This design comes from an exercise in tuning for small area on the open sky130 flow, not from production work. Only the layout flow was run in this run; the RTL was not checked for function there. Power is estimated from default activity; no workload was simulated.

### flow/config.mk
export PLATFORM = sky130hd
export DESIGN_NAME = full_CAE
export DESIGN_NICKNAME = full_CAE
export VERILOG_FILES = /design/flow/design.v
export SDC_FILE = /design/flow/constraint.sdc
export NUM_CORES = 4
export LEC_CHECK = 0
export CAP_MARGIN = 20
export CORE_MARGIN = 2
export CORE_UTILIZATION = 45
export SLEW_MARGIN = 20
### flow/constraint.sdc
create_clock -name core_clock -period 4.5 [get_ports {clk}]
set_input_delay 0.9000 -clock core_clock [delete_from_list [all_inputs] [get_ports {clk}]]
set_output_delay 0.9000 -clock core_clock [all_outputs]
set_load 0.01 [all_outputs]
### flow/design.v
module compare_and_exchange(
    input [31:0] i1,
    input [31:0] i2,
    input dir,
    input clk,
    input reset,
    input enable,
    output [31:0] o1,
    output  [31:0] o2
    );
    reg [31:0]r1;
    reg [31:0]r2;
   always @(posedge clk)
   begin
   if(reset==0)
   begin
           if(enable==1)
            begin
                 if(dir==1)
                     begin
                        if (i1<i2)
                            begin
                                 r1 <= i1;
                                 r2 <= i2;
                            end
                        else
                             begin
                                 r1 <= i2;
                                 r2 <= i1;
                             end
                       end
                 else if(dir==0)  
                     begin
                        if (i1>i2)
                            begin
                             r1 <= i1;
                             r2 <= i2;
                            end
                        else
                             begin
                                 r1 <= i2;
                                 r2 <= i1;
                              end
                      end
            end
    else if (reset==1)
    begin
    r1<=32'b0;
    r2<=32'b0;
    end
    end
    end
    assign o2=r2; 
  assign o1=r1;
endmodule
module BM4_CAE(
    input [31:0] i1,
    input [31:0] i2,
    input [31:0] i3,
    input [31:0] i4,
    input dir1,
    input dir2,
    input dir3,
    input clk,
    input reset,
    input enable,
    output [31:0] o1,
    output [31:0] o2,
    output [31:0] o3,
    output [31:0] o4
    );
    wire [31:0]r1,r2,r3,r4,r5,r6,r7,r8,r9,r10,r11,r12,r13,r14;
           compare_and_exchange cae1(i1[31:0],i2[31:0],dir1,clk,reset,enable,r1,r2);
           compare_and_exchange cae2(i3[31:0],i4[31:0],dir1,clk,reset,enable,r3,r4);
           compare_and_exchange cae3(r1[31:0],r4[31:0],dir2,clk,reset,enable,r5,r8);
           compare_and_exchange cae4(r2[31:0],r3[31:0],dir2,clk,reset,enable,r6,r7);
           compare_and_exchange cae5(r5[31:0],r6[31:0],dir3,clk,reset,enable,r11,r13);
           compare_and_exchange cae6(r7[31:0],r8[31:0],dir3,clk,reset,enable,r12,r14); 
           assign o1=r11;
           assign o2=r12;
           assign o3=r13;
           assign o4=r14;
    endmodule
module BM8_CAE(
        input [31:0] i1,
        input [31:0] i2,
        input [31:0] i3,
        input [31:0] i4,
        input [31:0] i5,
        input [31:0] i6,
        input [31:0] i7,
        input [31:0] i8,
        input dir1,
        input dir2,
        input dir3,
        input clk,
        input reset,
        input enable,
        output [31:0] o1,
        output [31:0] o2,
        output [31:0] o3,
        output [31:0] o4,
        output [31:0] o5,
        output [31:0] o6,
        output [31:0] o7,
        output [31:0] o8
        );
      wire [31:0] r1,r2 ,r3,r4,r5,r6,r7,r8,r9,r10,r11,r12,r13,r14,r15,r16,r17,r18,r19,r20,r21,r22,r23,r24;   
         compare_and_exchange cae1(i1[31:0],i8[31:0],dir1,clk,reset,enable,r1,r8);
         compare_and_exchange cae2(i2[31:0],i7[31:0],dir1,clk,reset,enable,r2,r7);
         compare_and_exchange cae3(i3[31:0],i6[31:0],dir1,clk,reset,enable,r3,r6);
         compare_and_exchange cae4(i4[31:0],i5[31:0],dir1,clk,reset,enable,r4,r5);
         compare_and_exchange cae6(r1[31:0],r2[31:0],dir2,clk,reset,enable,r9,r10); 
         compare_and_exchange cae7(r3[31:0],r4[31:0],dir2,clk,reset,enable,r11,r12); 
         compare_and_exchange cae8(r5[31:0],r6[31:0],dir2,clk,reset,enable,r13,r14);
         compare_and_exchange cae9(r7[31:0],r8[31:0],dir2,clk,reset,enable,r15,r16);
         compare_and_exchange cae10(r9[31:0],r11[31:0],dir3,clk,reset,enable,r17,r18); 
         compare_and_exchange cae11(r10[31:0],r12[31:0],dir3,clk,reset,enable,r19,r20);
         compare_and_exchange cae12(r13[31:0],r15[31:0],dir3,clk,reset,enable,r21,r22); 
         compare_and_exchange cae13(r14[31:0],r16[31:0],dir3,clk,reset,enable,r23,r24);  
        assign o1=r17;
        assign o2=r18;
        assign o3=r19;
        assign o4=r20;
        assign o5=r21;
        assign o6=r22;
        assign o7=r23;
        assign o8=r24;
      endmodule
module full_CAE(
input [31:0] i1,
input [31:0] i2,
input [31:0] i3,
input [31:0] i4,
input [31:0] i5,
input [31:0] i6,
input [31:0] i7,
input [31:0] i8,
input dir,
input clk,
input reset,
input enable,
output [31:0] o1,
output [31:0] o2,
output [31:0] o3,
output [31:0] o4,
output [31:0] o5,
output [31:0] o6,
output [31:0] o7,
output [31:0] o8
);
wire [31:0] r1,r2 ,r3,r4,r5,r6,r7,r8,r9,r10,r11,r12,r13,r14,r15,r16,r17,r18,r19,r20,r21,r22,r23,r24;
reg [6:1] dq;
always @(posedge clk)
begin
    if (reset==0 && enable==1)
        dq <= {dq[5:1], dir};
end
compare_and_exchange cae1(i1[31:0],i2[31:0],dir,clk,reset,enable,r1,r2);
compare_and_exchange cae2(i3[31:0],i4[31:0],dir,clk,reset,enable,r3,r4);
compare_and_exchange cae3(i5[31:0],i6[31:0],dir,clk,reset,enable,r5,r6);
compare_and_exchange cae4(i7[31:0],i8[31:0],dir,clk,reset,enable,r7,r8);
BM4_CAE a1(r1,r2,r3,r4,dq[1],dq[2],dq[3],clk,reset,enable,r9,r10,r11,r12);
BM4_CAE a2(r5,r6,r7,r8,dq[1],dq[2],dq[3],clk,reset,enable,r13,r14,r15,r16);
BM8_CAE a3(r9,r10,r11,r12,r13,r14,r15,r16,dq[4],dq[5],dq[6],clk,reset,enable,r17,r18,r19,r20,r21,r22,r23,r24);
assign o1=r17;
assign o2=r18;
assign o3=r19;
assign o4=r20;
assign o5=r21;
assign o6=r22;
assign o7=r23;
assign o8=r24;
endmodule
### flow/run.sh
#!/bin/bash
# synth_recipe.tcl (not shown) runs the flow's synth.tcl, then flattens the netlist and writes it again
# the make line also repeats each setting of config.mk as NAME=value (left out here)
make -C /OpenROAD-flow-scripts/flow DESIGN_CONFIG=/design/flow/config.mk WORK_HOME=/design/flow/orfs CLKGATE_MAP_FILE= SYNTH_SCRIPT=/design/flow/synth_recipe.tcl finish
==> results.rst <==
.. list-table::
   :header-rows: 1

   * - Metric
     - Value
   * - Initial antenna violation count
     - 10
   * - First-pass GRT wire length
     - approximately 400000 µm
   * - Cts-stage hold buffer count
     - 0
   * - Pre-CTS setup slack
     - -270 ps
   * - Number of remaining DRC errors
     - 0
   * - Startpoint of the worst setup timing path
     - a2.cae3.r1[5]
   * - Max Buffers Root-to-Sink
     - 3
   * - Number of register bits inferred by synthesis
     - 1798
   * - Family of cells with the greatest summed delay on the critical path
     - compound AO/OA/AOI/OAI gates
   * - R2R depth
     - 10
   * - Type of destination of the critical path
     - flop
   * - Cell taking the most area after synthesis
     - sky130_fd_sc_hd__edfxtp_1
   * - CTS tree
     - done
   * - Hold endpoint
     - a3.cae1.r1[7]
   * - Root buffer cell
     - sky130_fd_sc_hd__clkbuf_16
   * - Worst setup slack after layout
     - around 500 ps
   * - Largest stage delay on the critical path
     - approximately 600 ps
   * - Post-DP HPWL
     - 220000 µm
   * - Remaining max-slew budget at the tightest pin
     - around 25%
   * - Startpoint type of the worst setup path
     - flop
   * - Fraction of synthesis flops using an asynchronous set or reset pin
     - 0%
   * - Post-Synthesis Mean Instance Area
     - 13.8 µm²
   * - Top flip-flop cell by instance count after synthesis
     - sky130_fd_sc_hd__edfxtp_1
   * - DRT Wirelength
     - 275000 µm
   * - Number of global-route vias before repair
     - 60500
   * - Worst hold slack across all endpoints
     - 598 ps
   * - Total power
     - 44.2 mW
   * - Total number of yosys warnings
     - 2
   * - GPL Wtd Cong
     - 0.951
   * - Max-cap violations
     - 0
   * - Slowest cell on the critical path
     - sky130_fd_sc_hd__a2111oi_0
   * - Clock buffers created by TritonCTS
     - 196
   * - Number of buffers and inverters on the critical path
     - 1
   * - Ratio of final minimum period to clock period
     - 88.9%
   * - Placed instance count
     - 10700
   * - Final setup TNS
     - 0 ps
   * - Number of cells produced by synthesis
     - 7236
   * - Setup repair after global routing missed its margin
     - false
   * - Peak VDD IR
     - ~0.40 mV
   * - Post-DR wirelength/cell
     - 24.9 µm
   * - Synth cell types
     - 64
   * - Filler-free cell count of the finished design
     - 11000
   * - IO Port Bufs
     - 515
   * - Number of rows in the core area
     - 172
   * - Hold path startpoint
     - a2.cae6.r2[7]
   * - Ratio of total power to cell area
     - 381 mW/mm²
   * - Final core utilization
     - 52.7%
   * - Maximum number of pins on one net before global-route repair
     - between 80 and 90
   * - Synth area leaders
     - sky130_fd_sc_hd__edfxtp_1 (54%), sky130_fd_sc_hd__mux2_2 (17%), sky130_fd_sc_hd__ha_1 (11%), sky130_fd_sc_hd__inv_1 (3.4%), sky130_fd_sc_hd__a21oi_1 (1.5%)
   * - Data arrival, critical path
     - 4580 ps
   * - Cell-by-cell listing of the critical path
     - ha_1, a21o_1, nand3_1, a21oi_1, a2111oi_0, o21ai_0, a211oi_2, mux2i_4, buf_12, mux2_2
   * - Clock insertion delay at the later pin of the skew report
     - ~860 ps
   * - Share of layout cells above drive strength 1
     - 26.5%
   * - Clock slew at the register clock pins of the worst setup and hold paths
     - 60 ps
   * - Worst Clk Skew
     - 32.6 ps
   * - Sequential element share of the synthesized area
     - 54.1%
   * - Setup CP Type
     - reg -> reg
   * - Number of max-slew violations in the final report
     - 0
   * - Number of cells upsized or downsized after cts
     - 0
   * - Core footprint
     - around 0.22 mm²
   * - First DRT Iteration DRCs
     - 5874
   * - Layout Nets
     - 9061
   * - Congestion Overflow GR
     - 0
   * - Maximum clock frequency
     - 0.250 GHz
   * - Post-DRT Antenna Nets
     - 0
   * - Placed instance area
     - 0.109 mm²
   * - Required time of the critical path
     - 5070 ps
   * - Width of the die
     - 475 µm
   * - Area growth from synthesis to layout
     - 16.2%
   * - Leakage power
     - 45.8 nW
   * - Post-synth top area share
     - approximately 54%
   * - Outcome
     - no timing/DRC/antenna violations
   * - Top-level I/O count
     - ~520
   * - Area of the die
     - 0.225 mm²
   * - Mapped Area
     - 0.0998 mm²
   * - Clock net sink count
     - 1798
   * - Synthesized Nets
     - approximately 8400
   * - Largest fanout on the critical path
     - between 60 and 70
   * - Initial standard-cell utilization of the core
     - 45.4%
   * - Vias per cell
     - approximately 5.6
   * - Number of synthesized flops with an enable pin
     - around 1800
   * - TritonRoute pass-1 iters
     - 6
   * - Worst reg2reg path startpoint
     - a2.cae3.r1[5]
   * - Fill cell total of the finished layout
     - roughly 18000
   * - Aggregate global-route resource usage
     - 24.2%
   * - Final std cell area, no fill
     - approximately 0.12 mm²
   * - H-Tree Level Count
     - 4
   * - Hold Path Cell Cnt
     - 1
   * - Setup fix buffers added after clock tree synthesis
     - 0
   * - Reg2reg setup slack
     - between 400 and 500 ps
   * - Die span in y
     - about 470 µm
   * - Final worst path period need
     - 4000 ps
   * - R2R Path End
     - a2.cae5.r1[6]
   * - Detailed-route via count
     - 61500
   * - Number of hold violations in the final report
     - 0
   * - Worst-Margin Slew
     - roughly 1100 ps
   * - Type of the worst min-delay path
     - reg -> reg
   * - Final number of setup-violating endpoints
     - 0
==> worst register-to-register path, cell delays in order, from the launching register on <==
cell,delay [ps]
sky130_fd_sc_hd__edfxtp_1,480
sky130_fd_sc_hd__ha_1,340
sky130_fd_sc_hd__a21o_1,160
sky130_fd_sc_hd__nand3_1,80
sky130_fd_sc_hd__a21oi_1,60
sky130_fd_sc_hd__a2111oi_0,600
sky130_fd_sc_hd__o21ai_0,450
sky130_fd_sc_hd__a211oi_2,410
sky130_fd_sc_hd__mux2i_4,310
sky130_fd_sc_hd__buf_12,350
sky130_fd_sc_hd__mux2_2,500
==> report_power, final <==
group          internal [mW]  switching (mW)
sequential              19.9           0.978
combinational           3.28            3.37
clock                   9.94            6.77
total                   33.1            11.1
==> worst max path at each step <==
stage / endpoint / cells past startpoint
CTS: a2.cae3.r2[0] / 11
detailed placement: cae1.r2[11] / 12
global route: a2.cae5.r2[6] / 11
finish: a2.cae5.r1[6] / 10
global placement: cae1.r1[6] / 12
floorplan: a1.cae1.r1[0] / 1
==> cell families after synthesis <==
kind of cell	Yosys count	share of synthesized area, %
compound gates	1014	6.83
fa+ha+maj	896	11.2
mux	1657	19.1
flops	1798	54.1
xor+xnor	2	0.0176
buf+inv	1133	5.04
simple gates	736	3.68
==> synth_stat cells (25+ instances only) <==
master / count
sky130_fd_sc_hd__nand2_1: 238
sky130_fd_sc_hd__a21o_1: 166
sky130_fd_sc_hd__clkbuf_1: 38
sky130_fd_sc_hd__ha_1: 896
sky130_fd_sc_hd__edfxtp_1: 1798
sky130_fd_sc_hd__a21oi_1: 294
sky130_fd_sc_hd__o211ai_1: 39
sky130_fd_sc_hd__a221oi_1: 56
sky130_fd_sc_hd__a22oi_1: 69
sky130_fd_sc_hd__inv_1: 907
sky130_fd_sc_hd__nand4_1: 173
sky130_fd_sc_hd__mux2_4: 75
sky130_fd_sc_hd__nor4_1: 34
sky130_fd_sc_hd__nor3_1: 29
sky130_fd_sc_hd__buf_6: 79
sky130_fd_sc_hd__a221o_1: 64
sky130_fd_sc_hd__a2111oi_0: 26
sky130_fd_sc_hd__nand3_1: 48
sky130_fd_sc_hd__mux2_2: 1523
sky130_fd_sc_hd__mux2_1: 37
sky130_fd_sc_hd__nor2b_1: 35
sky130_fd_sc_hd__o21ai_0: 163
sky130_fd_sc_hd__nor2_1: 132
sky130_fd_sc_hd__buf_2: 87
sky130_fd_sc_hd__a211oi_1: 25
==> routing by layer <==
metal,part of all wire [%],routed length [µm],vias to the layer above,track usage [%]
li1,-,-,28800,-
met1,48,133000,30600,36.1
met2,44,120000,1734,36.6
met3,4.8,13200,390,3.14
met4,3.3,8990,8,7.66
met5,0.017,48,-,0
==> placed cells by master (no fill, tap or decap), drive strengths merged, types with 5 or more instances in the layout <==
master,instances
and2,16
nand4,173
a221oi,56
diode,5
nand3,48
bufinv,32
o221a,13
clkinv,89
ha,896
edfxtp,1798
a31oi,15
a21oi,296
nor3,29
nor2b,35
a221o,64
o221ai,5
o211ai,39
clkbuf,221
nor4,39
mux2i,22
a41oi,9
a21o,166
clkdlybuf4s50,515
buf,181
and4,17
inv,916
mux2,1635
a22oi,69
clkinvlp,13
o21ai,180
o21a,22
a2111oi,26
nor2,132
a211oi,30
nand2,238
==> layout make-up <==
| class | count | area (µm²) | area share [%] |
|---|---|---|---|
| multi-input combinational | 4305 | 40900 | 35.3 |
| clock buffer | 221 | 5080 | 4.38 |
| clock inverter | 142 | 1590 | 1.37 |
| inverter | 908 | 3410 | 2.94 |
| timing repair buffer | 696 | 7260 | 6.26 |
| antenna | 5 | 12.5 | 0.0108 |
| sequential | 1798 | 54000 | 46.6 |
| tap | 2958 | 3700 | 3.19 |

afterwards: timing with drivers on the ports:
No port has a modelled driver above. Below, the same layout with a new extraction and two added sets of constraints.
Step 1 (the two cells are an assumption about what drives the block):
set clk [get_ports {clk}]
set_driving_cell -lib_cell sky130_fd_sc_hd__clkbuf_16 $clk
set_driving_cell -lib_cell sky130_fd_sc_hd__buf_2 [delete_from_list [all_inputs] $clk]
Step 2 times the ports against the registers' clock, not the clock port: input delays grow and output delays shrink by t, the midpoint of the rising clock arrivals with the driver on.
Slacks: no drivers / after step 1 / after step 2; pairs: no drivers / after step 1.
t (ns): 0.928
slack for setup (ns): 0.498 / 0.498 / -0.222
worst register clock-pin slew, ns: 0.07 / 0.07
worst slew at a driven data input, ns: 0.09
With both steps, setup timing fails in this run, where it was met with ideal ports. For this run, drivers alone change the setup slack by 0.000 ns; drivers and shift together by -0.720 ns.
